Source: an optimization exercise on an open RTL-to-GDS flow (aim: small area). Production flows keep margins and buffers that such runs may drop. Where RTL was checked, it was by simulation tests only, not by an equivalence proof against the original. No functional check of the RTL was part of runs 1 and 2. No activity file was given, so power comes from the tool's default toggle rates.

--- flow/design.v ---
`timescale 1ns / 1ps
module countdisplay_VGA(
    input clk,
    input rst,
    input [1:0]btn,
    input [1:0]btn2,
    input [1:0]count_light,
    input [3:0]count_55_0,
    input [3:0]count_55_1,
    input [3:0]turn_left_en,
    output [2:0] r,
    output [2:0] g,
    output [1:0] b,
    output hs,
    output vs
    );
    function [9:0] add10; input [9:0] a; input [9:0] b; integer i; reg c; begin
        c = 1'b0;
        for (i = 0; i < 10; i = i + 1) begin add10[i] = a[i] ^ b[i] ^ c; c = (a[i] & b[i]) | (c & (a[i] ^ b[i])); end
    end endfunction
    function [9:0] sub10; input [9:0] a; input [9:0] b; integer i; reg c; begin
        c = 1'b0;   
        for (i = 0; i < 10; i = i + 1) begin sub10[i] = a[i] ^ b[i] ^ c; c = (~a[i] & b[i]) | (c & ~(a[i] ^ b[i])); end
    end endfunction
    function [9:0] inc10; input [9:0] a; integer i; reg c; begin
        c = 1'b1;
        for (i = 0; i < 10; i = i + 1) begin inc10[i] = a[i] ^ c; c = a[i] & c; end
    end endfunction
    function lt10; input [9:0] a; input [9:0] b; integer i; reg r; begin
        r = 1'b0;
        for (i = 0; i < 10; i = i + 1) r = (~a[i] & b[i]) | (~(a[i] ^ b[i]) & r);
        lt10 = r;
    end endfunction
    function inr; input [9:0] x; input [9:0] lo; input [9:0] hi; begin
        inr = ~lt10(x, lo) & ~lt10(hi, x);
    end endfunction
    function ltc7; input [6:0] a; input [6:0] b; begin ltc7 = lt10({3'd0, a}, {3'd0, b}); end endfunction
    function ltc8; input [7:0] a; input [7:0] b; begin ltc8 = lt10({2'd0, a}, {2'd0, b}); end endfunction
    function ltc9; input [8:0] a; input [8:0] b; begin ltc9 = lt10({1'd0, a}, {1'd0, b}); end endfunction
    function ltc10; input [9:0] a; input [9:0] b; begin ltc10 = lt10(a, b); end endfunction
    function [9:0] stepk; input [9:0] a; input s; integer i; reg c; begin
        c = s;
        for (i = 0; i < 10; i = i + 1) begin stepk[i] = a[i] ^ c; c = a[i] & c; end
    end endfunction
    reg [9:0] hcount, vcount;
    reg rr, gg;
    assign r = {3{rr}};
    assign g = {3{gg}};
    assign b = 2'b00;
    assign hs = ~lt10(hcount, 10'd96);
    assign vs = |vcount[9:1];
    wire [9:0] h = hcount;
    wire [9:0] v = vcount;
    wire h_end = hcount[9] & hcount[8] & (&hcount[4:0]);           
    wire v_end = vcount[9] & vcount[3];                             
    wire vs_rise = h_end && (vcount[9:1] == 9'd0) && vcount[0];    
    always @(posedge clk) hcount <= (!rst || h_end) ? 10'd0 : stepk(hcount, 1'b1);
    always @(posedge clk) vcount <= (!rst || (h_end && v_end)) ? 10'd0 : stepk(vcount, h_end);
    reg [4:0] hj, vj;
    always @(posedge clk) begin
        if (!rst) hj <= 5'd0;
        else hj <= {hj[3:0], ~hj[4]};
    end
    always @(posedge clk) begin
        if (!rst) vj <= 5'd0;
        else if (h_end) vj <= v_end ? 5'd0 : {vj[3:0], ~vj[4]};
    end
    wire hm = ~hj[4] & ~hj[2];    
    wire vm = ~vj[4] & ~vj[2];    
    wire [1:0] cl = count_light;
    wire red1 = ~btn[1];           
    wire red2 = ~btn2[1];
    wire go_d = (btn == 2'b11) && (cl == 2'b01);
    wire go_r = (btn2 == 2'b11) && (cl == 2'b10);
    wire go_l = (btn2 == 2'b11) && (cl == 2'b00);
    wire go_u = (btn == 2'b11) && (cl == 2'b11);
    reg [8:0] dc_k, tl0_k, uc_k, tl2_k;
    reg [9:0] rc_k, lc_k;
    reg [7:0] tl1_k, tl3_k, tr2_k, tr3_k;
    reg [6:0] tr0_k, tr1_k;
    wire dc_last = (dc_k == 9'd387), tl0_last = (tl0_k == 9'd419);
    wire dc_mv = go_d || (red1 && !ltc9(dc_k, 9'd14));
    wire grpA = vs_rise && !dc_last && (dc_mv || (red1 && !ltc9(tl0_k, 9'd14)));
    always @(posedge clk) dc_k  <= (!rst || (vs_rise && dc_last)) ? 9'd0 : stepk({1'b0, dc_k}, grpA && dc_mv);
    always @(posedge clk) tl0_k <= (!rst || (grpA && tl0_last)) ? 9'd0 : stepk({1'b0, tl0_k}, grpA);
    wire rc_last = (rc_k == 10'd574);
    wire rc_mv = go_r || (red2 && !ltc10(rc_k, 10'd16));
    wire grpF = vs_rise && !rc_last && (rc_mv || (red2 && !ltc8(tl1_k, 8'd16)));
    always @(posedge clk) rc_k  <= (!rst || (vs_rise && rc_last)) ? 10'd0 : stepk(rc_k, grpF && rc_mv);
    always @(posedge clk) tl1_k <= !rst ? 8'd0 : stepk({2'b0, tl1_k}, grpF && (tl1_k != 8'd189));
    wire lc_last = (lc_k == 10'd566), tl3_last = (tl3_k == 8'd201);
    wire lc_mv = go_l || (red2 && !ltc10(lc_k, 10'd24));
    wire grpG = vs_rise && !lc_last && (lc_mv || (red2 && !ltc8(tl3_k, 8'd12)));
    always @(posedge clk) lc_k  <= (!rst || (vs_rise && lc_last)) ? 10'd0 : stepk(lc_k, grpG && lc_mv);
    always @(posedge clk) tl3_k <= (!rst || (grpG && tl3_last)) ? 8'd0 : stepk({2'b0, tl3_k}, grpG);
    wire uc_last = (uc_k == 9'd395), tl2_last = (tl2_k == 9'd289);
    wire uc_mv = go_u || (red1 && !ltc9(uc_k, 9'd9));
    wire grpH = vs_rise && !uc_last && (uc_mv || (red1 && !ltc9(tl2_k, 9'd9)));
    always @(posedge clk) uc_k  <= (!rst || (vs_rise && uc_last)) ? 9'd0 : stepk({1'b0, uc_k}, grpH && uc_mv);
    always @(posedge clk) tl2_k <= (!rst || (grpH && tl2_last)) ? 9'd0 : stepk({1'b0, tl2_k}, grpH);
    wire tr0_st = vs_rise && (!turn_left_en[0] || !ltc7(tr0_k, 7'd22));
    wire tr1_st = vs_rise && (!turn_left_en[1] || !ltc7(tr1_k, 7'd8));
    wire tr2_st = vs_rise && (!turn_left_en[2] || !ltc8(tr2_k, 8'd8));
    wire tr3_st = vs_rise && (!turn_left_en[3] || !ltc8(tr3_k, 8'd9));
    always @(posedge clk) tr0_k <= (!rst || (tr0_st && tr0_k == 7'd64)) ? 7'd0 : stepk({3'b0, tr0_k}, tr0_st);
    always @(posedge clk) tr1_k <= (!rst || (tr1_st && tr1_k == 7'd106)) ? 7'd0 : stepk({3'b0, tr1_k}, tr1_st);
    always @(posedge clk) tr2_k <= (!rst || (tr2_st && tr2_k == 8'd211)) ? 8'd0 : stepk({2'b0, tr2_k}, tr2_st);
    always @(posedge clk) tr3_k <= (!rst || (tr3_st && tr3_k == 8'd131)) ? 8'd0 : stepk({2'b0, tr3_k}, tr3_st);
    wire early = (hcount[9:4] == 6'd0);
    wire [9:0] bx_v   = early ? v : h;
    wire [9:0] bx_nvh = early ? ~{1'b0, v[9:1]} : h;
    wire [9:0] bx_v2  = early ? {v[8:0], 1'b0} : h;
    wire [9:0] bx_nv2 = early ? ~{v[8:0], 1'b0} : h;
    wire [9:0] tr0_op = {3'd0, tr0_k};
    wire [9:0] tr0_s = sub10(bx_nvh, tr0_op);
    wire tr0_h = (inr(tr0_s, 10'd670, 10'd673));
    wire [9:0] tr0_t = ~tr0_s;
    wire tr0_vt = ((ltc7(tr0_k, 7'd32)) && (inr(tr0_t, 10'd224, 10'd225) | inr(tr0_t, 10'd227, 10'd228) | inr(tr0_t, 10'd230, 10'd231))) | ((!ltc7(tr0_k, 7'd32)) && (inr(v, 10'd384, 10'd387) | inr(v, 10'd390, 10'd393) | inr(v, 10'd396, 10'd399)));
    reg tr0_vr;
    always @(posedge clk) if (early) tr0_vr <= tr0_vt;
    wire tr0_hit = tr0_h & tr0_vr;
    wire [9:0] tr2_op = {2'd0, tr2_k};
    wire [9:0] tr2_s = add10(bx_nvh, tr2_op);
    wire tr2_h = (inr(tr2_s, 10'd240, 10'd243));
    wire [9:0] tr2_t = ~tr2_s;
    wire tr2_vt = ((ltc8(tr2_k, 8'd28)) && (inr(tr2_t, 10'd47, 10'd48) | inr(tr2_t, 10'd50, 10'd51) | inr(tr2_t, 10'd53, 10'd54) | inr(tr2_t, 10'd56, 10'd57))) | ((!ltc8(tr2_k, 8'd28)) && (inr(v, 10'd150, 10'd153) | inr(v, 10'd156, 10'd159) | inr(v, 10'd162, 10'd165) | inr(v, 10'd168, 10'd171)));
    reg tr2_vr;
    always @(posedge clk) if (early) tr2_vr <= tr2_vt;
    wire tr2_hit = tr2_h & tr2_vr;
    wire [9:0] tr3_op = {1'd0, tr3_k, 1'b0};
    wire [9:0] tr3_s = sub10(bx_v2, tr3_op);
    wire tr3_h = ((ltc8(tr3_k, 8'd38)) && (inr(tr3_s, 10'd202, 10'd205) | inr(tr3_s, 10'd208, 10'd211) | inr(tr3_s, 10'd214, 10'd217) | inr(tr3_s, 10'd220, 10'd223))) | ((!ltc8(tr3_k, 8'd38)) && (inr(h, 10'd278, 10'd281) | inr(h, 10'd284, 10'd287) | inr(h, 10'd290, 10'd293) | inr(h, 10'd296, 10'd299)));
    wire [9:0] tr3_t = {1'b0, tr3_s[9:1]};
    wire tr3_vt = ((inr(tr3_t, 10'd400, 10'd403)) & (v[9] | v[8]));
    reg tr3_vr;
    always @(posedge clk) if (early) tr3_vr <= tr3_vt;
    wire tr3_hit = tr3_h & tr3_vr;
    wire [9:0] tl3_op = {1'd0, tl3_k, 1'b0};
    wire [9:0] tl3_s = sub10(bx_nv2, tl3_op);
    wire tl3_h = ((ltc8(tl3_k, 8'd142)) && (inr(tl3_s, 10'd202, 10'd205) | inr(tl3_s, 10'd208, 10'd211) | inr(tl3_s, 10'd214, 10'd217))) | ((!ltc8(tl3_k, 8'd142)) && (inr(h, 10'd486, 10'd489) | inr(h, 10'd492, 10'd495) | inr(h, 10'd498, 10'd501)));
    wire [9:0] tl3_t = {1'b0, ~tl3_s[9:1]};
    wire tl3_vt = (inr(tl3_t, 10'd290, 10'd293));
    reg tl3_vr;
    always @(posedge clk) if (early) tl3_vr <= tl3_vt;
    wire tl3_hit = tl3_h & tl3_vr;
    wire [9:0] tl0_op = {1'd0, tl0_k};
    wire [9:0] tl0_s = add10(bx_v, tl0_op);
    wire tl0_h = ((ltc9(tl0_k, 9'd28)) && (inr(h, 10'd471, 10'd474))) | ((!ltc9(tl0_k, 9'd28)) && (inr(tl0_s, 10'd499, 10'd502)));
    wire [9:0] tl0_t = tl0_s;
    wire tl0_vt = ((ltc9(tl0_k, 9'd178)) && (inr(tl0_t, 10'd418, 10'd421) | inr(tl0_t, 10'd424, 10'd427) | inr(tl0_t, 10'd430, 10'd433))) | ((!ltc9(tl0_k, 9'd178)) && (inr(v, 10'd240, 10'd243) | inr(v, 10'd246, 10'd249) | inr(v, 10'd252, 10'd255)));
    reg tl0_vr;
    always @(posedge clk) if (early) tl0_vr <= tl0_vt;
    wire tl0_hit = tl0_h & tl0_vr;
    wire [9:0] tl1_op = (ltc8(tl1_k, 8'd25)) ? {2'd0, tl1_k} : {1'd0, tl1_k, 1'b0};
    wire [9:0] tl1_s = add10(bx_nv2, tl1_op);
    wire tl1_h = ((ltc8(tl1_k, 8'd25)) && (inr(tl1_s, 10'd715, 10'd718) | inr(tl1_s, 10'd721, 10'd724) | inr(tl1_s, 10'd727, 10'd730))) | ((!ltc8(tl1_k, 8'd25)) && (inr(tl1_s, 10'd740, 10'd743) | inr(tl1_s, 10'd746, 10'd749) | inr(tl1_s, 10'd752, 10'd755)));
    wire [9:0] tl1_t = {1'b0, ~tl1_s[9:1]};
    wire tl1_vt = ((ltc8(tl1_k, 8'd25)) && (inr(v, 10'd240, 10'd243))) | ((!ltc8(tl1_k, 8'd25)) && (inr(tl1_t, 10'd215, 10'd218)));
    reg tl1_vr;
    always @(posedge clk) if (early) tl1_vr <= tl1_vt;
    wire tl1_hit = tl1_h & tl1_vr;
    wire [9:0] tl2_op = (ltc9(tl2_k, 9'd202)) ? {tl2_k[8:0],1'b0} : {1'd0, tl2_k};
    wire [9:0] tl2_s = sub10(bx_v2, tl2_op);
    wire tl2_h = ((ltc9(tl2_k, 9'd78)) && (inr(h, 10'd445, 10'd448))) | ((!ltc9(tl2_k, 9'd78) && ltc9(tl2_k, 9'd202)) && (inr(tl2_s, 10'd289, 10'd292))) | ((!ltc9(tl2_k, 9'd202)) && (inr(tl2_s, 10'd491, 10'd494)));
    wire [9:0] tl2_t = {1'b0, tl2_s[9:1]};
    wire tl2_vt = ((ltc9(tl2_k, 9'd202)) && (inr(tl2_t, 10'd100, 10'd103) | inr(tl2_t, 10'd106, 10'd109) | inr(tl2_t, 10'd112, 10'd115))) | ((!ltc9(tl2_k, 9'd202)) && (inr(v, 10'd302, 10'd305) | inr(v, 10'd308, 10'd311) | inr(v, 10'd314, 10'd317)));
    reg tl2_vr;
    always @(posedge clk) if (early) tl2_vr <= tl2_vt;
    wire tl2_hit = tl2_h & tl2_vr;
    wire [9:0] tr1_op = {2'd0, tr1_k, 1'b0};
    wire [9:0] tr1_s = add10(bx_v2, tr1_op);
    wire tr1_h = ((ltc7(tr1_k, 7'd36)) && (inr(tr1_s, 10'd715, 10'd718) | inr(tr1_s, 10'd721, 10'd724) | inr(tr1_s, 10'd733, 10'd736))) | ((!ltc7(tr1_k, 7'd36)) && (inr(h, 10'd643, 10'd646) | inr(h, 10'd649, 10'd652) | inr(h, 10'd661, 10'd664)));
    wire [9:0] tr1_t = {1'b0, tr1_s[9:1]};
    wire tr1_vt = (inr(tr1_t, 10'd135, 10'd138));
    reg tr1_vr;
    always @(posedge clk) if (early) tr1_vr <= tr1_vt;
    wire tr1_hit = tr1_h & tr1_vr;
    wire turn_hit = ~early & (tr0_hit | tr2_hit | tr3_hit | tl3_hit | tl0_hit | tl1_hit | tl2_hit | tr1_hit);
    wire dc_h = (inr(h, 10'd488, 10'd491) | inr(h, 10'd503, 10'd506) | inr(h, 10'd518, 10'd521) | inr(h, 10'd608, 10'd611) | inr(h, 10'd623, 10'd626) | inr(h, 10'd638, 10'd641));
    wire [9:0] dc_v0 = add10(v, {1'd0, dc_k});
    wire dc_v = (inr(dc_v0, 10'd418, 10'd421) | inr(dc_v0, 10'd424, 10'd427) | inr(dc_v0, 10'd430, 10'd433) | inr(dc_v0, 10'd436, 10'd439));
    wire dc_hit = dc_h & dc_v;
    wire uc_h = (inr(h, 10'd278, 10'd281) | inr(h, 10'd293, 10'd296) | inr(h, 10'd308, 10'd311) | inr(h, 10'd408, 10'd411) | inr(h, 10'd423, 10'd426) | inr(h, 10'd438, 10'd441));
    wire [9:0] uc_v0 = sub10(v, {1'd0, uc_k});
    wire uc_v = (inr(uc_v0, 10'd94, 10'd97) | inr(uc_v0, 10'd100, 10'd103) | inr(uc_v0, 10'd106, 10'd109) | inr(uc_v0, 10'd112, 10'd115));
    wire uc_hit = uc_h & uc_v;
    wire [9:0] rc_h0 = add10(h, rc_k);
    wire rc_h = (inr(rc_h0, 10'd715, 10'd718) | inr(rc_h0, 10'd721, 10'd724) | inr(rc_h0, 10'd727, 10'd730) | inr(rc_h0, 10'd733, 10'd736));
    wire rc_v = (inr(v, 10'd172, 10'd175) | inr(v, 10'd182, 10'd185) | inr(v, 10'd192, 10'd195) | inr(v, 10'd212, 10'd215) | inr(v, 10'd222, 10'd225) | inr(v, 10'd232, 10'd235));
    wire rc_hit = rc_h & rc_v;
    wire [9:0] lc_h0 = sub10(h, lc_k);
    wire lc_h = (inr(lc_h0, 10'd196, 10'd199) | inr(lc_h0, 10'd202, 10'd205) | inr(lc_h0, 10'd208, 10'd211) | inr(lc_h0, 10'd214, 10'd217));
    wire lc_v = (inr(v, 10'd319, 10'd322) | inr(v, 10'd329, 10'd332) | inr(v, 10'd339, 10'd342) | inr(v, 10'd359, 10'd362) | inr(v, 10'd369, 10'd372) | inr(v, 10'd379, 10'd382));
    wire lc_hit = lc_h & lc_v;
    wire car_hit = turn_hit | dc_hit | uc_hit | rc_hit | lc_hit;
    wire arrow_hit = ((v==104) && (h==522 || h==642))
      || ((v==105) && ((h>=521 && h<=523) || (h>=641 && h<=643)))
      || ((v==106 || (v>=109 && v<=114)) && ((h>=520 && h<=524) || (h>=640 && h<=644)))
      || ((v==107) && ((h>=519 && h<=525) || (h>=639 && h<=645)))
      || ((v==108) && ((h>=518 && h<=526) || (h>=638 && h<=646)))
      || ((v==163 || v==171 || v==223 || v==231) && (h==220))
      || ((v==164 || v==170 || v==224 || v==230) && ((h>=220 && h<=221)))
      || ((v==165 || v==169 || v==225 || v==229) && ((h>=214 && h<=222)))
      || ((v==166 || v==168 || v==226 || v==228) && ((h>=214 && h<=223)))
      || ((v==167 || v==227) && ((h>=214 && h<=224)))
      || ((v==178 || v==251) && (h==726))
      || ((v==179 || v==250) && ((h>=725 && h<=727)))
      || ((v==180 || v==246 || v==249) && ((h>=724 && h<=728)))
      || ((v==181 || v==248) && ((h>=723 && h<=729)))
      || ((v==182 || v==247) && ((h>=722 && h<=730)))
      || ((v==183) && ((h>=725 && h<=728)))
      || ((v==184) && ((h>=724 && h<=727)))
      || ((v==185) && ((h>=722 && h<=725)))
      || ((v==186) && ((h>=722 && h<=725) || h==730))
      || ((v==187) && ((h>=721 && h<=724) || (h>=730 && h<=731)))
      || ((v==188 || v==192 || v==237 || v==241) && ((h>=715 && h<=732)))
      || ((v==189 || v==191 || v==238 || v==240) && ((h>=715 && h<=733)))
      || ((v==190 || v==239) && ((h>=715 && h<=734)))
      || ((v==193 || v==236) && ((h>=730 && h<=731)))
      || ((v==194 || v==235) && (h==730))
      || ((v==242) && ((h>=720 && h<=724) || (h>=730 && h<=731)))
      || ((v==243) && ((h>=721 && h<=725) || h==730))
      || ((v==244) && ((h>=722 && h<=726)))
      || ((v==245) && ((h>=723 && h<=727)))
      || ((v==308 || v==381) && (h==209))
      || ((v==309 || v==380) && ((h>=208 && h<=209)))
      || ((v==310) && ((h>=207 && h<=224)))
      || ((v==311) && ((h>=206 && h<=224) || h==719))
      || ((v==312) && ((h>=205 && h<=224) || (h>=718 && h<=719)))
      || ((v==313) && ((h>=206 && h<=224) || (h>=717 && h<=725)))
      || ((v==314) && ((h>=207 && h<=224) || (h>=716 && h<=725)))
      || ((v==315) && ((h>=208 && h<=209) || (h>=215 && h<=219) || (h>=715 && h<=725)))
      || ((v==316) && (h==209 || (h>=214 && h<=218) || (h>=716 && h<=725)))
      || ((v==317) && ((h>=213 && h<=217) || (h>=717 && h<=725)))
      || ((v==318) && ((h>=212 && h<=216) || (h>=718 && h<=719)))
      || ((v==319) && ((h>=211 && h<=215) || h==719))
      || ((v==320 || v==369) && ((h>=209 && h<=217)))
      || ((v==321 || v==368) && ((h>=210 && h<=216)))
      || ((v==322 || v==367 || v==370) && ((h>=211 && h<=215)))
      || ((v==323 || v==366) && ((h>=212 && h<=214)))
      || ((v==324 || v==365) && (h==213))
      || ((v==371) && ((h>=212 && h<=216) || h==719))
      || ((v==372) && ((h>=213 && h<=217) || (h>=718 && h<=719)))
      || ((v==373) && (h==209 || (h>=214 && h<=218) || (h>=717 && h<=725)))
      || ((v==374) && ((h>=208 && h<=209) || (h>=215 && h<=219) || (h>=716 && h<=725)))
      || ((v==375) && ((h>=207 && h<=224) || (h>=715 && h<=725)))
      || ((v==376) && ((h>=206 && h<=224) || (h>=716 && h<=725)))
      || ((v==377) && ((h>=205 && h<=224) || (h>=717 && h<=725)))
      || ((v==378) && ((h>=206 && h<=224) || (h>=718 && h<=719)))
      || ((v==379) && ((h>=207 && h<=224) || h==719))
      || ((v==416) && ((h>=279 && h<=283) || (h>=399 && h<=403) || h==531 || h==640))
      || ((v==417) && ((h>=279 && h<=283) || (h>=399 && h<=403) || (h>=530 && h<=532) || (h>=639 && h<=641) || h==649))
      || ((v==418) && ((h>=279 && h<=283) || (h>=399 && h<=403) || h==522 || (h>=529 && h<=533) || (h>=638 && h<=642) || (h>=649 && h<=650)))
      || ((v==419) && ((h>=279 && h<=283) || (h>=399 && h<=403) || (h>=521 && h<=522) || (h>=528 && h<=534) || (h>=637 && h<=643) || (h>=649 && h<=651)))
      || ((v==420) && ((h>=279 && h<=283) || (h>=399 && h<=403) || (h>=521 && h<=523) || (h>=527 && h<=535) || (h>=636 && h<=644) || (h>=649 && h<=652)))
      || ((v==421) && ((h>=279 && h<=283) || (h>=399 && h<=403) || (h>=519 && h<=523) || (h>=529 && h<=533) || (h>=638 && h<=642) || (h>=648 && h<=653)))
      || ((v==422) && ((h>=277 && h<=285) || (h>=397 && h<=405) || (h>=518 && h<=524) || (h>=529 && h<=533) || (h>=638 && h<=642) || (h>=647 && h<=654)))
      || ((v==423) && ((h>=278 && h<=284) || (h>=398 && h<=404) || (h>=517 && h<=525) || (h>=529 && h<=533) || (h>=638 && h<=642) || (h>=646 && h<=655)))
      || ((v==424) && ((h>=279 && h<=283) || (h>=399 && h<=403) || (h>=516 && h<=526) || (h>=529 && h<=533) || (h>=638 && h<=642) || (h>=645 && h<=654)))
      || ((v==425) && ((h>=280 && h<=282) || (h>=400 && h<=402) || (h>=517 && h<=527) || (h>=529 && h<=533) || (h>=638 && h<=642) || (h>=644 && h<=653)))
      || ((v==426) && (h==281 || h==401 || (h>=518 && h<=522) || (h>=524 && h<=533) || (h>=638 && h<=647) || (h>=649 && h<=652)))
      || ((v==427) && ((h>=519 && h<=522) || (h>=525 && h<=533) || (h>=638 && h<=646) || (h>=649 && h<=651)))
      || ((v==428) && ((h>=520 && h<=522) || (h>=526 && h<=533) || (h>=638 && h<=645) || (h>=649 && h<=650)))
      || ((v==429) && ((h>=521 && h<=522) || (h>=527 && h<=533) || (h>=638 && h<=644) || h==649))
      || ((v==430) && (h==522 || (h>=528 && h<=533) || (h>=638 && h<=643)))
      || (((v>=431 && v<=435)) && ((h>=529 && h<=533) || (h>=638 && h<=642)));
    function glyph;
        input [3:0] d;
        input [4:0] x;
        input [4:0] y;
        reg T, M, B, U, L, Lc, Rc, Cc;
        begin
            T = (y <= 2); M = (y >= 9 && y <= 10); B = (y >= 17 && y <= 19);
            U = (y >= 3 && y <= 8); L = (y >= 11 && y <= 16);
            Lc = (x <= 4); Rc = (x >= 15 && x <= 19); Cc = (x >= 10 && x <= 14);
            case (d)
            4'd0: glyph = T | B | ((y >= 3 && y <= 16) & (Lc | Rc));
            4'd1: glyph = ((y == 0) & Cc) | ((y == 1) & (x >= 6 && x <= 14)) | ((y == 2) & (x >= 3 && x <= 14))
                        | ((y >= 3 && y <= 17) & Cc) | ((y >= 18 && y <= 19) & (x >= 5 && x <= 19));
            4'd2: glyph = T | M | B | (U & Rc) | (L & Lc);
            4'd3: glyph = T | M | B | ((U | L) & Rc);
            4'd4: glyph = ((y <= 8) & (Lc | Cc)) | M | ((y >= 11 && y <= 19) & Cc);
            4'd5: glyph = T | M | B | (U & Lc) | (L & Rc);
            4'd6: glyph = T | M | B | (U & Lc) | (L & (Lc | Rc));
            4'd7: glyph = T | ((y >= 3 && y <= 19) & Rc);
            4'd8: glyph = T | M | B | ((U | L) & (Lc | Rc));
            4'd9: glyph = T | M | (U & (Lc | Rc)) | ((y >= 11 && y <= 19) & Rc);
            default: glyph = 1'b0;
            endcase
        end
    endfunction
    wire t = cl[0];
    wire [4:0] P = t ? h[4:0] : v[4:0];
    wire [4:0] Q = t ? v[4:0] : h[4:0];
    reg rowin, inL, inR; reg [4:0] yc, xcL, xcR;
    always @* begin
        case (cl)
        2'b01: begin rowin = inr(v, 10'd360, 10'd379); inL = inr(h, 10'd500, 10'd519); inR = inr(h, 10'd470, 10'd489); yc = 5'd24; xcL = 5'd12; xcR = 5'd10; end
        2'b11: begin rowin = inr(v, 10'd170, 10'd189); inL = inr(h, 10'd380, 10'd399); inR = inr(h, 10'd350, 10'd369); yc = 5'd22; xcL = 5'd4;  xcR = 5'd2;  end
        2'b10: begin rowin = inr(h, 10'd620, 10'd639); inL = inr(v, 10'd195, 10'd214); inR = inr(v, 10'd225, 10'd244); yc = 5'd20; xcL = 5'd23; xcR = 5'd21; end
        default: begin rowin = inr(h, 10'd273, 10'd292); inL = inr(v, 10'd350, 10'd369); inR = inr(v, 10'd380, 10'd399); yc = 5'd15; xcL = 5'd18; xcR = 5'd16; end
        endcase
    end
    wire [4:0] y = Q + yc;
    wire [4:0] x = (t ? P : ~P) + (inL ? xcL : xcR);
    wire [3:0] dsel = inL ? count_55_0 : count_55_1;
    wire digit_hit = rowin & (inL | inR) & glyph(dsel, x, y);
    wire v390_410 = inr(v, 10'd390, 10'd410);
    wire a0 = v390_410 & (inr(h, 10'd470, 10'd490) | inr(h, 10'd500, 10'd520));
    wire c0 = v390_410 & inr(h, 10'd530, 10'd550);
    wire h663_683 = inr(h, 10'd663, 10'd683);
    wire a1 = h663_683 & (inr(v, 10'd225, 10'd245) | inr(v, 10'd255, 10'd275));
    wire c1 = h663_683 & inr(v, 10'd195, 10'd215);
    wire v140_160 = inr(v, 10'd140, 10'd160);
    wire a2 = v140_160 & (inr(h, 10'd380, 10'd400) | inr(h, 10'd410, 10'd430));
    wire c2 = v140_160 & inr(h, 10'd350, 10'd370);
    wire h243_263 = inr(h, 10'd243, 10'd263);
    wire a3 = h243_263 & (inr(v, 10'd350, 10'd370) | inr(v, 10'd320, 10'd340));
    wire c3 = h243_263 & inr(v, 10'd380, 10'd400);
    wire hwide = inr(h, 10'd15, 10'd783);
    wire vtall = ~lt10(v, 10'd15);
    wire bl01 = (inr(v, 10'd405, 10'd415) | inr(v, 10'd120, 10'd130)) & hwide & hm;
    wire bl23 = (inr(h, 10'd230, 10'd240) | inr(h, 10'd700, 10'd710)) & vtall & vm;
    wire ylin = (inr(v, 10'd282, 10'd285) & (inr(h, 10'd15, 10'd230) | inr(h, 10'd710, 10'd775)))
            | (inr(h, 10'd465, 10'd468) & (inr(v, 10'd415, 10'd480) | inr(v, 10'd15, 10'd120)));
    wire dl = ((inr(v, 10'd206, 10'd209) | inr(v, 10'd345, 10'd348)) & hwide & hm & (lt10(h, 10'd230) | lt10(10'd700, h)))
            | ((inr(h, 10'd584, 10'd587) | inr(h, 10'd352, 10'd355)) & vtall & vm & (lt10(v, 10'd120) | lt10(10'd415, v)));
    wire b1ok = ~(btn[1] & ~btn[0]);
    wire b2ok = ~(btn2[1] & ~btn2[0]);
    reg s_hit, s_r, s_g;
    always @* begin
        s_hit = 1'b1; s_r = 1'b1; s_g = 1'b0;
        if (a0 && (cl != 2'b01 || b1ok)) begin s_r = (cl != 2'b01) | ~btn[1]; s_g = (cl == 2'b01) & btn[0]; end
        else if (c0) begin s_r = 1'b0; s_g = 1'b1; end
        else if (a1 && (cl != 2'b10 || b2ok)) begin s_r = (cl != 2'b10) | ~btn2[1]; s_g = (cl == 2'b10) & btn2[0]; end
        else if (c1) begin s_r = 1'b0; s_g = 1'b1; end
        else if (a2) begin s_r = (cl != 2'b11) | (btn == 2'b01) | (btn2 == 2'b01); s_g = (cl == 2'b11); end
        else if (c2) begin s_r = 1'b0; s_g = 1'b1; end
        else if (a3 && (cl != 2'b00 || b2ok)) begin s_r = (cl != 2'b00) | ~btn2[1]; s_g = (cl == 2'b00) & btn2[0]; end
        else if (c3) begin s_r = 1'b0; s_g = 1'b1; end
        else if (bl01 && b1ok) begin s_r = btn[0]; s_g = ~btn[1]; end
        else if (bl23 && b2ok) begin s_r = btn2[0]; s_g = ~btn2[1]; end
        else if (ylin) begin s_r = 1'b1; s_g = 1'b1; end
        else if (dl) begin s_r = 1'b1; s_g = 1'b0; end
        else s_hit = 1'b0;
    end
    wire r_next = s_hit ? s_r : car_hit;
    wire g_next = s_hit ? s_g : (!car_hit && (digit_hit || arrow_hit));
    always @(posedge clk) begin
        if (!rst) begin rr <= 1'b0; gg <= 1'b0; end
        else begin rr <= r_next; gg <= g_next; end
    end
endmodule
--- flow/run.sh ---
#!/bin/bash
# synth_recipe.tcl (not shown) runs the flow's synth.tcl, then flattens the netlist and writes it again
# the make line also repeats each setting of config.mk as NAME=value (left out here)
make -C /OpenROAD-flow-scripts/flow DESIGN_CONFIG=/design/flow/config.mk WORK_HOME=/design/flow/orfs CLKGATE_MAP_FILE= SYNTH_SCRIPT=/design/flow/synth_recipe.tcl finish
--- flow/config.mk ---
export PLATFORM = sky130hd
export DESIGN_NAME = countdisplay_VGA
export DESIGN_NICKNAME = countdisplay_VGA
export VERILOG_FILES = /design/flow/design.v
export SDC_FILE = /design/flow/constraint.sdc
export NUM_CORES = 4
export LEC_CHECK = 0
export CAP_MARGIN = 20
export CORE_MARGIN = 2
export CORE_UTILIZATION = 40
export CTS_BUF_LIST = sky130_fd_sc_hd__clkbuf_8
export SLEW_MARGIN = 20
export SYNTH_MEMORY_MAX_BITS = 65536
--- flow/constraint.sdc ---
create_clock -name core_clock -period 20.0 [get_ports {clk}]
set_input_delay 4.0000 -clock core_clock [delete_from_list [all_inputs] [get_ports {clk}]]
set_output_delay 4.0000 -clock core_clock [all_outputs]
set_load 0.01 [all_outputs]
==> impl_metrics.csv, run 1 <==
group,metric,value,unit
worst_setup_path,cp_max_fo,24,
flow_run,drv_cap,0,
worst_setup_path,criticalPathCategory,"in2reg",
floorplan,core,44100,um^2
power_and_ir_drop,power,0.629,mW
global_routing,grt_pass1_vias,18000,
clock_network,clk_path_buf_depth,2,
clock_network,cts.htree.levels,4,
layout,drive_above_1_share,0.0662,
drt,drtIter0Drc,2389,
synth,synth_warnings,1,
clock_network,cts_buffers,17,
timing,worst_pin_slew,1.02,ns
global_routing,grt_remaining_overflow,0,
clock_network,cts_root_buf,"clkbuf_8",
drt,routedWlPerCell,28.9,um
power_and_ir_drop,p_leak,7.68,nW
timing,worst_slack,11.22,ns
global_routing,grt_use_total,0.344,
placement,dp_worst_setup_slack,10.75,ns
placement,dp_hpwl,60.8,mm
global_routing,grt_antenna_before_repair,2,
timing,post-route-period-util,0.439,
floorplan,die-area,46200,um^2
synth,syn_inst,2254,
drt,drcViolationCount,0,
placement,io_buffers,27,
drt,via_per_inst,6.75,
synth,syn_area_per_cell,7.90,um^2
floorplan,initial_core_util,0.404,
synth,synth-seq-area-share,0.164,
synth,synthFlopType,"dfxtp_1",
timing,finalClockSkew,0.0209,ns
synth,async_flop_share,0,
worst_setup_path,worstPathArrival,9.26,ns
timing,setup_viol,0,
worst_setup_path,ff2ff_setup_slack,12.06,ns
clock_network,post-cts-setup-buffer-count,0,
status,run_status,"finished clean",
power_and_ir_drop,peakVddDrop,0.0632,mV
drt,firstDrtPassIters,7,
worst_setup_path,endpoint_kind,"flop",
clock_network,cts_hold_buf,0,
clock_network,cts_tree,"built",
clock_network,cts_resized,0,
placement,routabilityCongestion,1.02,
synth,synth_edf_count,8,
drt,ant_nets,0,
synth,ys_ff_latch,142,
timing,maxSlewViolCount,0,
placement,place_inst,2767,
timing,max-slew-margin-rel,0.305,
layout,fin_nets,2447,
timing,rsz0062_at_grt,"false",
worst_setup_path,cp.required,20.47,ns
synth,netlist_area,17800,um^2
clock_network,cts.sinks,142,
floorplan,rows,77,
layout,utilization,0.428,
layout,syn_to_final_growth,6.06,%
drt,vias,18900,
timing,finalCriticalPeriod,8.78,ns
power_and_ir_drop,power_density,33.3,nW/um^2
clock_network,clk_latency,0.54,ns
global_routing,grt_pass1_wl,119,mm
timing,hold_viol,0,
synth,synth_cell_types,107,
global_routing,grt_max_degree,59,
drt,drt-total-wl,80.8,mm
min_path,min_path_type,"reg2reg",
floorplan,ios,30,
clock_network,clkTransAtPathRegs,0.10,ns
timing,setup_tns,0,ns
layout,fin_cells,2799,
layout,n_antenna_cell,0,
worst_setup_path,critPathLaunchType,"input port",
timing,fmax,0.114,GHz
floorplan,fp.dieH,215,um
floorplan,fp.dieW,215,um
layout,fillers,4593,
-- stage by stage --
step                hold WS, ns  instance area [um^2]
global placement          0.418                 18500
floorplan                 0.393                 17800
finish                    0.449                 18900
CTS                       0.450                 18900
detailed placement        0.427                 18500
global route              0.460                 18900
-- final timing paths --
kind                                     start     to  cells after the start
worst max-delay path            count_light[0]     gg                     18
worst min-delay path                     hj[3]  hj[4]                      1
worst max register to register       hcount[6]     rr                     21
worst min register to register           hj[3]  hj[4]                      1
-- power breakdown --
| part | internal, mW | leakage (nW) | switching (mW) |
|---|---|---|---|
| combinational | 0.0293 | 6.29 | 0.0692 |
| sequential | 0.286 | 1.18 | 0.000370 |
| clock | 0.116 | 0.209 | 0.128 |
| total | 0.431 | 7.68 | 0.198 |
-- routing by layer --
layer	share of wire	wire length (um)	vias up	GRT usage
met4	0.049	3920	4	0.150
met1	0.41	33300	9193	0.458
met5	0.00031	25	-	0
li1	-	-	8235	-
met3	0.11	8800	271	0.0926
met2	0.43	34700	1179	0.523
-- cell families (layout without fill, tap and decap cells) --
group,Yosys count,after routing,synth area share
and+or+nand+nor,932,932,0.293
AOI/OAI and AO/OA,580,580,0.229
buffers and inverters,287,239,0.0694
adders and majority gates,233,233,0.202
DFF,142,142,0.164
xor gates and xnor gates,51,51,0.0259
muxes,28,28,0.0166
other,1,2,0.000211
-- synthesized netlist by cell type, types with 42 or more instances --
| cell | count | area, um^2 |
|---|---|---|
| nand4_1 | 42 | 263 |
| and2_1 | 133 | 832 |
| fa_1 | 91 | 1820 |
| dfxtp_1 | 134 | 2680 |
| nor4_1 | 48 | 300 |
| nand2_1 | 170 | 638 |
| nand3_1 | 64 | 320 |
| inv_1 | 122 | 458 |
| buf_2 | 49 | 245 |
| nor3_1 | 77 | 385 |
| a21oi_1 | 102 | 510 |
| ha_1 | 142 | 1780 |
| nor2_1 | 147 | 552 |
| a31oi_1 | 42 | 263 |
| o21ai_0 | 114 | 571 |
| clkbuf_1 | 70 | 263 |
-- layout make-up --
cell class / instances / area (um^2) / area share
flip-flops and latches: 142 / 2940 / 0.155
clock buffers: 18 / 248 / 0.0131
well taps: 592 / 741 / 0.0392
inverters: 133 / 499 / 0.0264
clock inverters: 14 / 156 / 0.00828
repair buffers: 74 / 623 / 0.0330
multi-input cells: 1826 / 13700 / 0.725
-- worst max-delay path, stage by stage --
cell and delay, ns:
clkdlybuf4s50_1 0.93, inv_1 0.21, ha_1 0.38, nand4_1 0.14, o32a_1 0.19, a31o_2 0.50
a21oi_1 0.15, ha_1 0.38, a21o_1 0.20, a21oi_1 0.16, xnor3_1 0.37, mux2i_1 0.50
a31oi_1 0.14, o311ai_1 0.28, o2111a_1 0.22, a211oi_1 0.05, a311o_1 0.34, o21ai_2 0.11
-- layout by cell type (no fill, tap or decap), types with 13 or more instances in the layout --
master,count
o22ai_1,24
ha_1,142
nor4bb_1,13
a2111oi_0,19
a211oi_1,22
xnor2_1,32
fa_1,91
or4_1,13
o21ai_0,114
nor2b_1,31
nand4b_1,14
clkdlybuf4s50_1,27
a21o_1,18
nor4_1,46
and3_1,31
o2111ai_1,14
nand2_1,170
and2_1,133
nand4_1,42
a31oi_1,42
nand2b_1,33
nand3b_1,13
nor3_1,76
o31ai_1,19
nor2_1,147
a2bb2oi_1,13
nand3_1,64
dfxtp_1,124
inv_1,123
mux2i_1,22
buf_4,47
a21oi_1,102
xor2_1,18
clkbuf_8,18
or3_1,19
-- sequential cells by signal, summed over array words and instances, names as in the netlist, 9 cells and up --
signal	count
dc_k	9
hcount	10
lc_k	10
rc_k	10
tl0_k	9
tl2_k	9
uc_k	9
vcount	10
==> inputs of run 2 (changes only) <==
--- a/flow/config.mk
+++ b/flow/config.mk
@@ -6,4 +6,5 @@
 export NUM_CORES = 4
 export LEC_CHECK = 0
+export ABC_AREA = 1
 export CAP_MARGIN = 20
 export CORE_MARGIN = 2
==> impl_metrics.csv, run 2 <==
group,metric,value,unit
clock_network,clk_latency,0.50,ns
timing,max-slew-margin-rel,0.347,
worst_setup_path,cp_top_family,"buffers and inverters",
placement,routabilityCongestion,1.05,
clock_network,post-cts-setup-buffer-count,0,
clock_network,cts_tree,"built",
drt,ant_nets,0,
floorplan,die-area,45800,um^2
power_and_ir_drop,peakVddDrop,0.0457,mV
power_and_ir_drop,clockPowerShare,0.388,
clock_network,cts_root_buf,"clkbuf_8",
global_routing,grt_max_degree,27,
global_routing,grt_use_total,0.302,
global_routing,grt_antenna_before_repair,2,
timing,setup_viol,0,
clock_network,cts_resized,0,
layout,utilization,0.434,
drt,routedWlPerCell,20.6,um
floorplan,fp.dieH,214,um
layout,drive_above_1_share,0.0636,
worst_setup_path,cp_max_fo,23,
timing,fmax,0.117,GHz
clock_network,cts_buffers,17,
drt,firstDrtPassIters,6,
worst_setup_path,critPathBufInv,5,
layout,final_cell_mix,"nand2_1, inv_1, nor2_1",
timing,setup_tns,0,ns
synth,netlist_area,17600,um^2
synth,synth_area_leaders,"dfxtp_1, nand2_1, fa_1",
power_and_ir_drop,p_leak,9.36,nW
power_and_ir_drop,power_density,32.7,nW/um^2
synth,synthFlopType,"dfxtp_1",
floorplan,rows,76,
layout,multi_input_area,12600,um^2
timing,maxSlewViolCount,0,
placement,dp_hpwl,55.5,mm
timing,finalClockSkew,0.0158,ns
timing,rsz0062_at_grt,"false",
power_and_ir_drop,combPwrFrac,0.146,
synth,yosysMostFrequentCell,"nand2_1",
drt,vias,19300,
layout,fin_nets,3038,
worst_setup_path,critPathMostFrequentCell,"nand2_1",
worst_setup_path,crit_path_top_delay_cell,"clkdlybuf4s50_1",
synth,async_flop_share,0,
layout,syn_to_final_growth,6.45,%
layout,seqCellArea,2920,um^2
floorplan,core,43300,um^2
worst_setup_path,cp.required,20.43,ns
synth,synth_common_cells,"nand2_1, inv_1, nor2_1",
global_routing,grt_remaining_overflow,0,
power_and_ir_drop,seqPwrFrac,0.466,
clock_network,clkTransAtPathRegs,0.09,ns
worst_setup_path,worstPathArrival,8.96,ns
power_and_ir_drop,internal_power,0.429,mW
clock_network,cts.sinks,142,
global_routing,grt_pass1_vias,18700,
drt,drtIter0Drc,1968,
floorplan,fp.dieW,214,um
drt,via_per_inst,5.70,
placement,io_buffers,27,
synth,ys_ff_latch,142,
worst_setup_path,cpPeakStageDelay,0.90,ns
clock_network,cts_hold_buf,0,
layout,fillers,4654,
worst_setup_path,critPathLaunchType,"input port",
synth,synth_edf_count,8,
timing,worst_pin_slew,0.976,ns
floorplan,initial_core_util,0.408,
layout,layout_commonest_cell,"nand2_1",
floorplan,ios,30,
synth,yosysTopAreaCellShare,0.152,
timing,post-route-period-util,0.427,
synth,synth_warnings,1,
power_and_ir_drop,sw_frac_of_total,0.302,
flow_run,drv_cap,0,
clock_network,clk_path_buf_depth,2,
synth,synth_top_cell_by_area,"dfxtp_1",
clock_network,cts.htree.levels,4,
drt,drcViolationCount,0,
status,run_status,"finished clean",
worst_setup_path,criticalPathCategory,"in2reg",
synth,synth_cell_types,71,
synth,syn_inst,2781,
drt,drt-total-wl,69.7,mm
global_routing,grt_pass1_wl,107,mm
power_and_ir_drop,p_switching,0.186,mW
timing,finalCriticalPeriod,8.53,ns
timing,hold_viol,0,
worst_setup_path,endpoint_kind,"flop",
min_path,min_path_type,"reg2reg",
synth,synth-seq-area-share,0.166,
synth,syn_area_per_cell,6.34,um^2
==> run 2: changes by cell type after synthesis, sizes merged, moves of 34 or more <==
cell,change
and2,-133
inv,+335
nand3,+160
nor2,+256
nand2,+552
nor3,-34
o21ai,+57
buf,-36
clkbuf,-54
==> run 2: stage by stage <==
step           cell area, um^2  hold slack [ns]  setup slack (ns)  power (mW)  cells
2_1_floorplan            17600            0.390             12.84       0.352   2782
3_3_place_gp             18400            0.393             11.20       0.378   3351
3_5_place_dp             18400            0.399             10.99       0.380   3351
4_1_cts                  18800            0.409             11.53       0.620   3383
5_1_grt                  18800            0.425             10.92       0.642   3384
6_report                 18800            0.416             11.47       0.614   3384
==> run 2: cell families (layout without fill, tap and decap cells) <==
| kind of cell | Yosys count | count (layout) | share of synthesized area |
|---|---|---|---|
| xor gates and xnor gates | 30 | 30 | 0.0149 |
| muxes | 1 | 1 | 0.000567 |
| buffers and inverters | 528 | 544 | 0.123 |
| AOI/OAI and AO/OA | 360 | 360 | 0.122 |
| other | 1 | 3 | 0.000213 |
| and+or+nand+nor | 1486 | 1486 | 0.369 |
| adders and majority gates | 233 | 233 | 0.204 |
| DFF | 142 | 142 | 0.166 |
==> run 2: power by group through the flow <==
stage                     registers [mW]  clock network (mW)  logic (mW)
after floorplan                    0.293                   0      0.0593
after detailed placement           0.293                   0      0.0869
after CTS                          0.286               0.246      0.0872
after global placement             0.293                   0      0.0851
final                              0.286               0.239      0.0899
after global routing               0.286               0.257      0.0983
==> run 2: routing by layer <==
metal | global-route usage | up-vias | wire [um]
li1 | - | 8952 | -
met1 | 0.375 | 8840 | 27300
met2 | 0.472 | 1136 | 30300
met3 | 0.0536 | 345 | 6450
met4 | 0.220 | 2 | 5600
met5 | 0 | - | 13
==> run 2: area by class of cell <==
class,instances,share of cell area
multi-input cells,2112,0.668
flip-flops and latches,142,0.156
inverters,464,0.0930
well taps,585,0.0390
repair buffers,48,0.0228
clock buffers,19,0.0139
clock inverters,13,0.00713
diodes,1,0.000133
==> run 2: path summary, 6_finish.rpt <==
kind / startpoint / to / slack [ns] / cells past startpoint
worst max-delay path: count_light[0] / gg / 11.47 / 27
worst min-delay path: hj[4] / hj[0] / 0.42 / 1
worst max register to register: hcount[8] / rr / 13.07 / 27
worst min register to register: hj[4] / hj[0] / 0.42 / 1
==> run 2: worst register-to-register path, cell delays in order (launching register included) <==
cell and delay [ns]:
dfxtp_1 0.32, buf_4 0.31, inv_2 0.29, nand2_2 0.38, nor2_1 0.09, buf_4 0.23
nand2_1 0.18, o21ai_0 0.25, fa_1 0.52, fa_1 0.40, fa_1 0.41, fa_1 0.40
fa_1 0.36, inv_1 0.08, fa_1 0.16, inv_1 0.05, fa_1 0.37, fa_1 0.52
inv_1 0.05, nor4_1 0.25, a31oi_1 0.12, nor3b_1 0.21, nand2_1 0.13, nand3_1 0.12
nor2_1 0.08, nand3_1 0.12, a21oi_1 0.14, nor2_1 0.29
==> inputs of run 3 (changes only) <==
--- a/flow/design.v
+++ b/flow/design.v
@@ -290,20 +290,30 @@
         end
     endfunction
-    wire t = cl[0];
-    wire [4:0] P = t ? h[4:0] : v[4:0];
-    wire [4:0] Q = t ? v[4:0] : h[4:0];
-    reg rowin, inL, inR; reg [4:0] yc, xcL, xcR;
+    reg win_l, win_r;
+    reg [9:0] xl, yl, xr, yr;
     always @* begin
         case (cl)
-        2'b01: begin rowin = inr(v, 10'd360, 10'd379); inL = inr(h, 10'd500, 10'd519); inR = inr(h, 10'd470, 10'd489); yc = 5'd24; xcL = 5'd12; xcR = 5'd10; end
-        2'b11: begin rowin = inr(v, 10'd170, 10'd189); inL = inr(h, 10'd380, 10'd399); inR = inr(h, 10'd350, 10'd369); yc = 5'd22; xcL = 5'd4;  xcR = 5'd2;  end
-        2'b10: begin rowin = inr(h, 10'd620, 10'd639); inL = inr(v, 10'd195, 10'd214); inR = inr(v, 10'd225, 10'd244); yc = 5'd20; xcL = 5'd23; xcR = 5'd21; end
-        default: begin rowin = inr(h, 10'd273, 10'd292); inL = inr(v, 10'd350, 10'd369); inR = inr(v, 10'd380, 10'd399); yc = 5'd15; xcL = 5'd18; xcR = 5'd16; end
+        2'b01: begin
+            win_l = h >= 500 && h < 520 && v >= 360 && v < 380; xl = h - 10'd500; yl = v - 10'd360;
+            win_r = h >= 470 && h < 490 && v >= 360 && v < 380; xr = h - 10'd470; yr = v - 10'd360;
+        end
+        2'b10: begin
+            win_l = h >= 620 && h < 640 && v >= 195 && v < 215; xl = 10'd214 - v; yl = h - 10'd620;
+            win_r = h >= 620 && h < 640 && v >= 225 && v < 245; xr = 10'd244 - v; yr = h - 10'd620;
+        end
+        2'b11: begin
+            win_l = h >= 380 && h < 400 && v >= 170 && v < 190; xl = h - 10'd380; yl = v - 10'd170;
+            win_r = h >= 350 && h < 370 && v >= 170 && v < 190; xr = h - 10'd350; yr = v - 10'd170;
+        end
+        default: begin
+            win_l = h >= 273 && h < 293 && v >= 350 && v < 370; xl = 10'd369 - v; yl = h - 10'd273;
+            win_r = h >= 273 && h < 293 && v >= 380 && v < 400; xr = 10'd399 - v; yr = h - 10'd273;
+        end
         endcase
     end
-    wire [4:0] y = Q + yc;
-    wire [4:0] x = (t ? P : ~P) + (inL ? xcL : xcR);
-    wire [3:0] dsel = inL ? count_55_0 : count_55_1;
-    wire digit_hit = rowin & (inL | inR) & glyph(dsel, x, y);
+    wire [3:0] dsel = win_l ? count_55_0 : count_55_1;
+    wire [4:0] xs = win_l ? xl[4:0] : xr[4:0];
+    wire [4:0] ys = win_l ? yl[4:0] : yr[4:0];
+    wire digit_hit = (win_l | win_r) & glyph(dsel, xs, ys);
     wire v390_410 = inr(v, 10'd390, 10'd410);
     wire a0 = v390_410 & (inr(h, 10'd470, 10'd490) | inr(h, 10'd500, 10'd520));
--- a/flow/config.mk
+++ b/flow/config.mk
@@ -6,9 +6,7 @@
 export NUM_CORES = 4
 export LEC_CHECK = 0
-export ABC_AREA = 1
 export CAP_MARGIN = 20
 export CORE_MARGIN = 2
 export CORE_UTILIZATION = 40
-export CTS_BUF_LIST = sky130_fd_sc_hd__clkbuf_8
 export SLEW_MARGIN = 20
 export SYNTH_MEMORY_MAX_BITS = 65536
==> impl_metrics.csv, run 3 <==
group,metric,value,unit
global_routing,grt_pass1_wl,122,mm
worst_setup_path,endpoint_kind,"flop",
synth,synth_common_cells,"nand2_1, ha_1, nor2_1",
power_and_ir_drop,seqPwrFrac,0.412,
drt,drcViolationCount,0,
floorplan,die-area,47000,um^2
layout,fin_nets,2555,
synth,synth_top_cell_by_area,"dfxtp_1",
timing,maxSlewViolCount,0,
synth,ys_ff_latch,142,
global_routing,grt_use_total,0.343,
worst_setup_path,worstPathArrival,8.59,ns
layout,multi_input_area,14000,um^2
synth,synth_cell_types,106,
floorplan,rows,77,
timing,worst_pin_slew,1.16,ns
power_and_ir_drop,p_switching,0.201,mW
timing,setup_viol,0,
status,run_status,"finished clean",
layout,syn_to_final_growth,7.16,%
floorplan,fp.dieH,217,um
power_and_ir_drop,power_density,35.9,nW/um^2
drt,dr_wl_met2,34.5,mm
drt,firstDrtPassIters,6,
drt,via_per_inst,6.75,
clock_network,cts_resized,0,
worst_setup_path,criticalPathCategory,"reg2reg",
timing,max-slew-margin-rel,0.208,
layout,fillers,4565,
clock_network,cts.sinks,142,
floorplan,ios,30,
power_and_ir_drop,peakVddDrop,0.0544,mV
timing,post-route-period-util,0.413,
drt,drtIter0Drc,2517,
synth,async_flop_share,0,
timing,setup_tns,0,ns
global_routing,grt_remaining_overflow,0,
timing,rsz0062_at_grt,"false",
synth,syn_area_per_cell,7.77,um^2
clock_network,cts.htree.levels,4,
drt,met1_length,32.3,mm
flow_run,drv_cap,0,
layout,layout_commonest_cell,"nand2_1",
floorplan,initial_core_util,0.407,
global_routing,grt_antenna_before_repair,1,
worst_setup_path,critPathLaunchType,"flop",
placement,routabilityCongestion,1.05,
timing,fmax,0.121,GHz
synth,synth_warnings,1,
synth,yosysTopAreaCellShare,0.148,
synth,netlist_area,18100,um^2
power_and_ir_drop,combPwrFrac,0.123,
timing,finalClockSkew,0.0245,ns
drt,wl_met3,7.50,mm
placement,dp_worst_setup_slack,11.90,ns
min_path,min_path_type,"reg2reg",
timing,whs,0.435,ns
clock_network,post-cts-setup-buffer-count,0,
clock_network,cts_tree,"built",
placement,io_buffers,27,
placement,place_inst,2852,
power_and_ir_drop,internal_power,0.497,mW
power_and_ir_drop,p_leak,7.70,nW
worst_setup_path,cp_max_fo,25,
power_and_ir_drop,sw_frac_of_total,0.288,
placement,dp_hpwl,60.4,mm
synth,syn_inst,2333,
timing,finalCriticalPeriod,8.26,ns
drt,top_layer_used,"met4",
synth,synth-seq-area-share,0.161,
clock_network,cts_hold_buf,0,
worst_setup_path,cp.required,20.33,ns
drt,routedWlPerCell,28.0,um
synth,synth_edf_count,8,
timing,hold_viol,0,
timing,worst_slack,11.74,ns
synth,yosysMostFrequentCell,"nand2_1",
clock_network,clk_path_buf_depth,2,
synth,synthFlopType,"dfxtp_1",
clock_network,clk_latency,0.47,ns
drt,vias,19500,
synth,synth_area_leaders,"dfxtp_1, ha_1, fa_1",
power_and_ir_drop,clockPowerShare,0.465,
drt,drt-total-wl,80.8,mm
floorplan,core,44500,um^2
drt,ant_nets,0,
layout,final_cell_mix,"nand2_1, ha_1, nor2_1",
clock_network,cts_root_buf,"clkbuf_16",
floorplan,fp.dieW,217,um
layout,utilization,0.436,
layout,seqCellArea,2930,um^2
layout,fin_cells,2885,
clock_network,cts_buffers,17,
global_routing,grt_pass1_vias,19300,
layout,drive_above_1_share,0.0545,
clock_network,clkTransAtPathRegs,0.08,ns
global_routing,grt_max_degree,57,
-- run 3: stage by stage --
| step | total power [mW] | area (um^2) |
|---|---|---|
| global route | 0.719 | 19400 |
| global placement | 0.376 | 18800 |
| CTS | 0.701 | 19400 |
| finish | 0.697 | 19400 |
| detailed placement | 0.376 | 18800 |
| floorplan | 0.343 | 18100 |
-- run 3: final timing paths --
path | startpoint | endpoint | slack, ns | cells after the start
min | hj[1] | hj[2] | 0.44 | 1
max | hcount[4] | gg | 11.74 | 23
min reg2reg | hj[1] | hj[2] | 0.44 | 1
max reg2reg | hcount[4] | gg | 11.74 | 23
-- run 3: cell type report --
class | instances | share of cell area
multi-input combinational | 1905 | 0.723
sequential | 142 | 0.151
tap | 592 | 0.0381
timing repair buffer | 68 | 0.0298
inverter | 145 | 0.0280
clock buffer | 17 | 0.0219
clock inverter | 15 | 0.00825
antenna | 1 | 0.000129
-- run 3: cells by family (layout without fill, tap and decap cells) --
group / count (synthesis) / after routing / synth area share
buf+inv: 287 / 245 / 0.0652
mux: 35 / 35 / 0.0206
other cells: 1 / 3 / 0.000207
compound gates: 631 / 631 / 0.235
simple gates: 930 / 930 / 0.279
xor+xnor: 51 / 51 / 0.0246
fa+ha+maj: 256 / 256 / 0.214
flops: 142 / 142 / 0.161
-- run 3: routing by layer --
layer,track usage,up-vias
li1,-,8518
met1,0.439,9392
met2,0.525,1197
met3,0.0558,361
met4,0.246,0
met5,0,-
-- run 3: worst max-delay path, cell delays in order, from the launching register on --
cell,delay (ns)
dfxtp_2,0.41
nor4_2,0.06
nand2_1,0.51
clkinv_1,0.89
nand2_1,0.42
nand2_1,0.21
fa_1,0.47
fa_1,0.39
fa_1,0.39
fa_1,0.40
fa_1,0.40
fa_1,0.40
fa_1,0.38
inv_1,0.08
fa_1,0.45
nor3b_1,0.28
nand4_1,0.12
mux2_2,0.28
o32ai_1,0.19
a22oi_1,0.15
a31oi_1,0.46
nor4_1,0.18
o21ai_0,0.52
a31oi_1,0.10
-- run 3: power by group through the flow --
stage / Sequential (mW) / Combinational (mW) / Clock [mW]
floorplan: 0.293 / 0.0491 / 0
CTS: 0.287 / 0.0823 / 0.332
global placement: 0.294 / 0.0825 / 0
detailed placement: 0.294 / 0.0818 / 0
finish: 0.287 / 0.0857 / 0.324
global route: 0.287 / 0.0900 / 0.342
==> inputs of run 4 (changes only) <==
--- a/flow/config.mk
+++ b/flow/config.mk
@@ -6,4 +6,5 @@
 export NUM_CORES = 4
 export LEC_CHECK = 0
+export ABC_AREA = 1
 export CAP_MARGIN = 20
 export CORE_MARGIN = 2
==> impl_metrics.csv, run 4 <==
group,metric,value,unit
status,run_status,"finished clean",
clock_network,cts_tree,"built",
worst_setup_path,crit_path_top_delay_cell,"nor2_2",
min_path,min_path_type,"reg2reg",
power_and_ir_drop,seqPwrFrac,0.400,
worst_setup_path,endpoint_kind,"flop",
layout,layout_commonest_cell,"inv_1",
drt,vias,19800,
power_and_ir_drop,internal_power,0.503,mW
worst_setup_path,critPathLaunchType,"flop",
worst_setup_path,critPathMostFrequentCell,"fa_1",
flow_run,drv_cap,0,
synth,synth_cell_types,72,
timing,rsz0062_at_grt,"false",
synth,yosysTopAreaCellShare,0.150,
worst_setup_path,r2r-start,"hcount[9]",
layout,drive_above_1_share,0.0526,
floorplan,initial_core_util,0.406,
global_routing,grt_antenna_before_repair,0,
worst_setup_path,criticalPathCategory,"reg2reg",
clock_network,cts.htree.levels,4,
worst_setup_path,critPathBufInv,5,
global_routing,grt_use_total,0.343,
timing,max-slew-margin-rel,0.215,
drt,ant_nets,0,
layout,n_antenna_cell,0,
layout,syn_to_final_growth,8.08,%
power_and_ir_drop,clockPowerShare,0.471,
drt,firstDrtPassIters,6,
power_and_ir_drop,peakVddDrop,0.0626,mV
floorplan,fp.dieW,216,um
worst_setup_path,ff2ff_setup_slack,11.79,ns
placement,dp_worst_setup_slack,12.02,ns
floorplan,ios,30,
timing,worst_slack,11.79,ns
layout,multi_input_area,12700,um^2
timing,maxSlewViolCount,0,
worst_setup_path,critical_path.startpoint,"hcount[9]",
worst_setup_path,worstPathArrival,8.60,ns
clock_network,clkTransAtPathRegs,0.07,ns
worst_setup_path,ff2ff_path_depth,28,
synth,synth_warnings,1,
floorplan,rows,77,
floorplan,fp.dieH,216,um
timing,worst_pin_slew,1.18,ns
placement,routabilityCongestion,1.03,
synth,yosysMostFrequentCell,"inv_1",
layout,seqCellArea,2920,um^2
placement,io_buffers,27,
timing,finalCriticalPeriod,8.21,ns
worst_setup_path,cp_max_fo,24,
layout,fillers,4728,
timing,post-route-period-util,0.411,
clock_network,cts_resized,0,
worst_setup_path,cp.required,20.39,ns
timing,setup_viol,0,
worst_setup_path,cp_top_family,"adder cells",
floorplan,die-area,46600,um^2
power_and_ir_drop,sw_frac_of_total,0.300,
layout,final_cell_mix,"inv_1, nand2_1, nor2_1",
synth,ys_ff_latch,142,
placement,dp_hpwl,63.6,mm
worst_setup_path,setup.worst_path.end,"rr",
clock_network,clk_latency,0.45,ns
synth,async_flop_share,0,
synth,netlist_area,17900,um^2
min_path,hold_path_startpoint,"hj[1]",
synth,synth_top_cell_by_area,"dfxtp_1",
drt,drcViolationCount,0,
synth,synthFlopType,"dfxtp_1",
clock_network,cts.sinks,142,
global_routing,grt_pass1_wl,121,mm
timing,finalClockSkew,0.0102,ns
synth,synth_area_leaders,"dfxtp_1, ha_1, inv_1",
worst_setup_path,cp_num_cells,28,
synth,synth_common_cells,"inv_1, nand2_1, nor2_1",
clock_network,cts_buffers,17,
power_and_ir_drop,p_leak,8.86,nW
clock_network,clk_path_buf_depth,2,
power_and_ir_drop,p_switching,0.215,mW
placement,dpl_cell_area,18800,um^2
drt,via_per_inst,5.88,
layout,fin_nets,3038,
worst_setup_path,cpPeakStageDelay,0.71,ns
floorplan,core,44200,um^2
drt,drt-total-wl,80.0,mm
synth,synth_edf_count,8,
drt,drtIter0Drc,2045,
drt,routedWlPerCell,23.8,um
global_routing,grt_max_degree,30,
worst_setup_path,r2r-end,"rr",
timing,setup_tns,0,ns
timing,hold_viol,0,
layout,final_area,19400,um^2
global_routing,grt_remaining_overflow,0,
clock_network,cts_hold_buf,0,
clock_network,post-cts-setup-buffer-count,0,
power_and_ir_drop,combPwrFrac,0.129,
synth,syn_area_per_cell,6.50,um^2
clock_network,cts_root_buf,"clkbuf_16",
power_and_ir_drop,power_density,37.0,nW/um^2
synth,synth-seq-area-share,0.163,
timing,fmax,0.122,GHz
synth,syn_inst,2758,
global_routing,grt_pass1_vias,19500,
[run 4: stage by stage]
| step | power (mW) | hold WS [ns] | utilization | instances |
|---|---|---|---|---|
| 3_5_place_dp | 0.382 | 0.413 | 0.425 | 3335 |
| 5_1_grt | 0.741 | 0.438 | 0.438 | 3367 |
| 4_1_cts | 0.721 | 0.426 | 0.438 | 3367 |
| 3_3_place_gp | 0.382 | 0.400 | 0.425 | 3335 |
| 2_1_floorplan | 0.350 | 0.389 | - | 2759 |
| 6_report | 0.717 | 0.422 | 0.438 | 3367 |
[run 4: routing by layer]
layer | GRT usage | wire length (um)
met4 | 0.239 | 6360
met1 | 0.421 | 31500
met3 | 0.0467 | 6070
met2 | 0.556 | 36100
met5 | 0 | 0
[run 4: power by group through the flow]
stage               combinational [mW]  clock [mW]  sequential (mW)
finish                          0.0925       0.338            0.287
global route                    0.0997       0.355            0.287
CTS                             0.0893       0.345            0.287
detailed placement              0.0889           0            0.293
global placement                0.0888           0            0.293
floorplan                       0.0570           0            0.293
[run 4: cell families (layout without fill, tap and decap cells)]
group           Yosys count  count (layout)  synth area share
xor+xnor                 33              33            0.0161
fa+ha+maj               256             256             0.216
other cells               1               2          0.000209
mux                       1               1          0.000767
flops                   142             142             0.163
simple gates           1248            1248             0.305
compound gates          498             498             0.171
buf+inv                 579             595             0.128
[run 4: how the worst min path moves through the flow]
| stage | to | cells past startpoint |
|---|---|---|
| after floorplan | hj[0] | 1 |
| after global placement | hj[2] | 2 |
| after detailed placement | hj[2] | 2 |
| after CTS | hj[2] | 2 |
| after global routing | hj[4] | 2 |
| final | hj[2] | 2 |
[run 4: final cells by class]
type                       count  area share
sequential                   142       0.151
tap                          592      0.0382
inverter                     511      0.0992
clock buffer                  17      0.0219
multi-input combinational   2038       0.657
clock inverter                15     0.00961
timing repair buffer          52      0.0236
[run 4: worst register-to-register path, delay by kind of cell (launching register included)]
kind                     cells  cell delay [ns]
AND/OR/NAND/NOR              8             2.48
AO/OA/AOI/OAI                6             0.77
buffers and inverters        5             0.94
flip-flops                   1             0.70
adder cells (fa/ha/maj)      9             3.28

separate check: timing with driven ports:
No port has a modelled driver above. Below, the same layouts with a new extraction and two added sets of constraints. Step 1, drivers: a clkbuf_16 drives clk and a buf_2 each remaining input, both assumed. Step 2 also shifts input and output timing later by t, the mid clock arrival at the registers, as if the neighbouring blocks saw the same clock. a / b / c = ideal / step 1 / step 2; a / b = the first two.
| run | t (ns) | setup slack, ns | worst setup path at the end | worst data-port slew with drivers (ns) |
|---|---|---|---|---|
| run 1 | 0.581 | 11.216 / 11.210 / 10.628 | input to register | 0.07 |
| run 2 | 0.536 | 11.467 / 11.478 / 10.942 | input to register | 0.04 |
| run 3 | 0.504 | 11.736 / 11.736 / 11.736 | register to register | 0.07 |
| run 4 | 0.498 | 11.787 / 11.787 / 11.787 | register to register | 0.03 |
After both steps setup and hold are still met in every run listed. For run 1, which loses most, drivers alone change the setup slack by -0.006 ns; drivers and shift together by -0.588 ns.
